What follows belongs to an exercise in optimizing a design on an open flow for small area and a short achievable clock period; a production flow would make more cautious choices. Power and IR drop assume default switching activity.

==> flow/design.v <==
module fpadder( input [15:0] A_59, input [15:0] B_59, input clk_59, input rst_59, output reg [15:0] C_59);
function [1:0] cmp_gt;   
  input [14:0] a, b;
  reg [15:0] G, E;
  integer i, k;
  begin
    G = {1'b0, a & ~b};
    E = {1'b1, ~((a & ~b) | (~a & b))};
    for (k = 1; k < 16; k = k * 2)
      for (i = 0; i + k < 16; i = i + 2 * k) begin
        G[i] = G[i + k] | (E[i + k] & G[i]);
        E[i] = E[i + k] & E[i];
      end
    cmp_gt = {G[0], E[0]};
  end
endfunction
wire [5:0] dab = {1'b0, A_59[14:10]} - {1'b0, B_59[14:10]};
wire [5:0] dba = {1'b0, B_59[14:10]} - {1'b0, A_59[14:10]};
wire [3:0] sab = dab[3:0] | {4{dab[4]}};
wire [3:0] sba = dba[3:0] | {4{dba[4]}};
wire [1:0] c5  = {dba[5], dab == 6'd0};   
wire [1:0] cf = cmp_gt({5'd0, A_59[9:0]}, {5'd0, B_59[9:0]});
wire [1:0] c15 = {c5[1] | (c5[0] & cf[1]), 1'b0};
reg        agb1, sa1, sb1;
reg [4:0]  e1;
reg [9:0]  fa1, fb1;
reg [3:0]  sh1;
always @(posedge clk_59) begin
  agb1 <= c15[1];
  sa1  <= A_59[15];
  sb1  <= B_59[15];
  e1   <= c5[1] ? A_59[14:10] : B_59[14:10];
  fa1  <= A_59[9:0];
  fb1  <= B_59[9:0];
  sh1  <= c5[1] ? sab : sba;
end
wire        zero = ~|{sa1, sb1, e1, fa1, fb1};
wire [9:0]  fs  = agb1 ? fb1 : fa1;
wire        sub = sa1 ^ sb1;
wire [10:0] y   = ({~zero, fs} >> sh1) ^ {11{sub}};
reg        s2, sub2;
reg [4:0]  e2;
reg [9:0]  fg2;
reg [10:0] y2;
always @(posedge clk_59) begin
  s2   <= agb1 ? sa1 : sb1;
  sub2 <= sub;
  e2   <= e1;
  fg2  <= agb1 ? fa1 : fb1;
  y2   <= y;
end
wire [11:0] S = {2'b01, fg2} + {sub2, y2} + {11'd0, sub2};
reg        s3;
reg [4:0]  e3;
reg [11:0] S3;
always @(posedge clk_59) begin
  s3 <= s2; e3 <= e2; S3 <= S;
end
reg [11:1] h;
reg [4:0]  adj;      
integer j;
always @(*) begin
  h = 11'd0;
  for (j = 1; j <= 11; j = j + 1)
    h[j] = S3[j] & ~|(S3[11:1] >> j);
  casez (S3[11:1])
    11'b1??????????: adj = 5'd1;
    11'b01?????????: adj = 5'd0;
    11'b001????????: adj = -5'd1;
    11'b0001???????: adj = -5'd2;
    11'b00001??????: adj = -5'd3;
    11'b000001?????: adj = -5'd4;
    11'b0000001????: adj = -5'd5;
    11'b00000001???: adj = -5'd6;
    11'b000000001??: adj = -5'd7;
    11'b0000000001?: adj = -5'd8;
    11'b00000000001: adj = -5'd9;
    default:         adj = 5'd0;
  endcase
end
wire [21:0] sp = {S3, 10'd0};
reg  [9:0]  frac;
integer k;
always @(*) begin
  frac = {9'd0, ~|S3[11:1] & S3[0]};
  for (k = 0; k < 10; k = k + 1)
    for (j = 1; j <= 11; j = j + 1)
      frac[k] = frac[k] | (h[j] & sp[j + k]);
end
always @(posedge clk_59) begin
  C_59 <= {s3, e3 + adj, frac};
end
endmodule
clock: 3.8 ns
lec_check: 0
abc_area: 1
cap_margin: 20
core_margin: 2
core_utilization: 40
setup_slack_margin: 1.9
slew_margin: 20
standard.sh (not shown) runs the stock make flow with config.mk's settings and CLKGATE_MAP_FILE= SYNTH_SCRIPT=/design/flow/synth_recipe.tcl, a recipe that flattens the netlist after the stock synthesis.
==> flow/flow/run.sh <==
#!/bin/bash
# Standard layout with: ports buffered by plain buffers instead of delay cells;
# adders left to ABC instead of extracted into full/half-adder cells; a clock
# tree of smaller buffers without dummy loads.
set -euo pipefail
export BUFFER_PORTS_ARGS="-buffer_cell sky130_fd_sc_hd__buf_1"
export ADDER_MAP_FILE=
export CTS_ARGS="-sink_clustering_enable -repair_clock_nets -dont_use_dummy_load -root_buf sky130_fd_sc_hd__clkbuf_8 -buf_list sky130_fd_sc_hd__clkbuf_4 -sink_clustering_size 20"
bash standard.sh > standard_flow.log 2>&1
The starting point ran to the end with no violations.
Then changed:
--- a/flow/design.v
+++ b/flow/design.v
@@ -21,21 +21,22 @@
 wire [1:0] c5  = {dba[5], dab == 6'd0};   
 wire [1:0] cf = cmp_gt({5'd0, A_59[9:0]}, {5'd0, B_59[9:0]});
 wire [1:0] c15 = {c5[1] | (c5[0] & cf[1]), 1'b0};
 reg        agb1, sa1, sb1;
-reg [4:0]  e1;
+reg [4:0]  ea1, eb1;
 reg [9:0]  fa1, fb1;
 reg [3:0]  sh1;
 always @(posedge clk_59) begin
   agb1 <= c15[1];
   sa1  <= A_59[15];
   sb1  <= B_59[15];
-  e1   <= c5[1] ? A_59[14:10] : B_59[14:10];
+  ea1  <= A_59[14:10];
+  eb1  <= B_59[14:10];
   fa1  <= A_59[9:0];
   fb1  <= B_59[9:0];
   sh1  <= c5[1] ? sab : sba;
 end
-wire        zero = ~|{sa1, sb1, e1, fa1, fb1};
+wire        zero = ~|{sa1, sb1, ea1, eb1, fa1, fb1};
 wire [9:0]  fs  = agb1 ? fb1 : fa1;
 wire        sub = sa1 ^ sb1;
 wire [10:0] y   = ({~zero, fs} >> sh1) ^ {11{sub}};
 reg        s2, sub2;
@@ -44,9 +45,9 @@
 reg [10:0] y2;
 always @(posedge clk_59) begin
   s2   <= agb1 ? sa1 : sb1;
   sub2 <= sub;
-  e2   <= e1;
+  e2   <= agb1 ? ea1 : eb1;
   fg2  <= agb1 ? fa1 : fb1;
   y2   <= y;
 end
 wire [11:0] S = {2'b01, fg2} + {sub2, y2} + {11'd0, sub2};
The new run completed without violations.
Clock-buffer cell count does not change.
Die area is higher by 2.9%.
Power goes up by 5.1%.
Clock skew hardly moves.
Non-clock buffer count does not change.
Worst setup slack gets better by 33 ps.
First-iteration DRC count goes up by 22%.
Maximum frequency climbs by 1.8%.
Function was not checked in any run of this note: the RTL went through the layout flow alone.

## port drivers added, routing unchanged
The results above use ideal ports. As a check the final layouts listed here were re-extracted and re-timed, cells and wires unchanged.
Step 1, drivers: a clkbuf_16 drives clk_59 and a buf_2 each remaining input, both assumed.
Step 2, shift: input delay + t, output delay - t, t = (earliest + latest rising clock arrival at the registers) / 2. This alone moves slack from input paths to output paths.
Slacks: ideal ports / drivers / drivers and shift; pairs: ideal ports / drivers.
| run | t, ns | setup WS [ns] | hold WS [ns] | worst setup path after step 2 | worst data-port slew with drivers (ns) |
|---|---|---|---|---|---|
| the first run | 0.380 | 1.959 / 1.974 / 1.595 | 0.329 / 0.329 / 0.329 | input to register | 0.03 |
| the second run | 0.399 | 1.992 / 1.992 / 1.640 | 0.318 / 0.318 / 0.318 | input to register | 0.03 |
After both steps setup and hold are still met in every run listed. The setup slack of the first run, which loses most, moves by +0.015 ns with the drivers and by -0.364 ns with both steps.
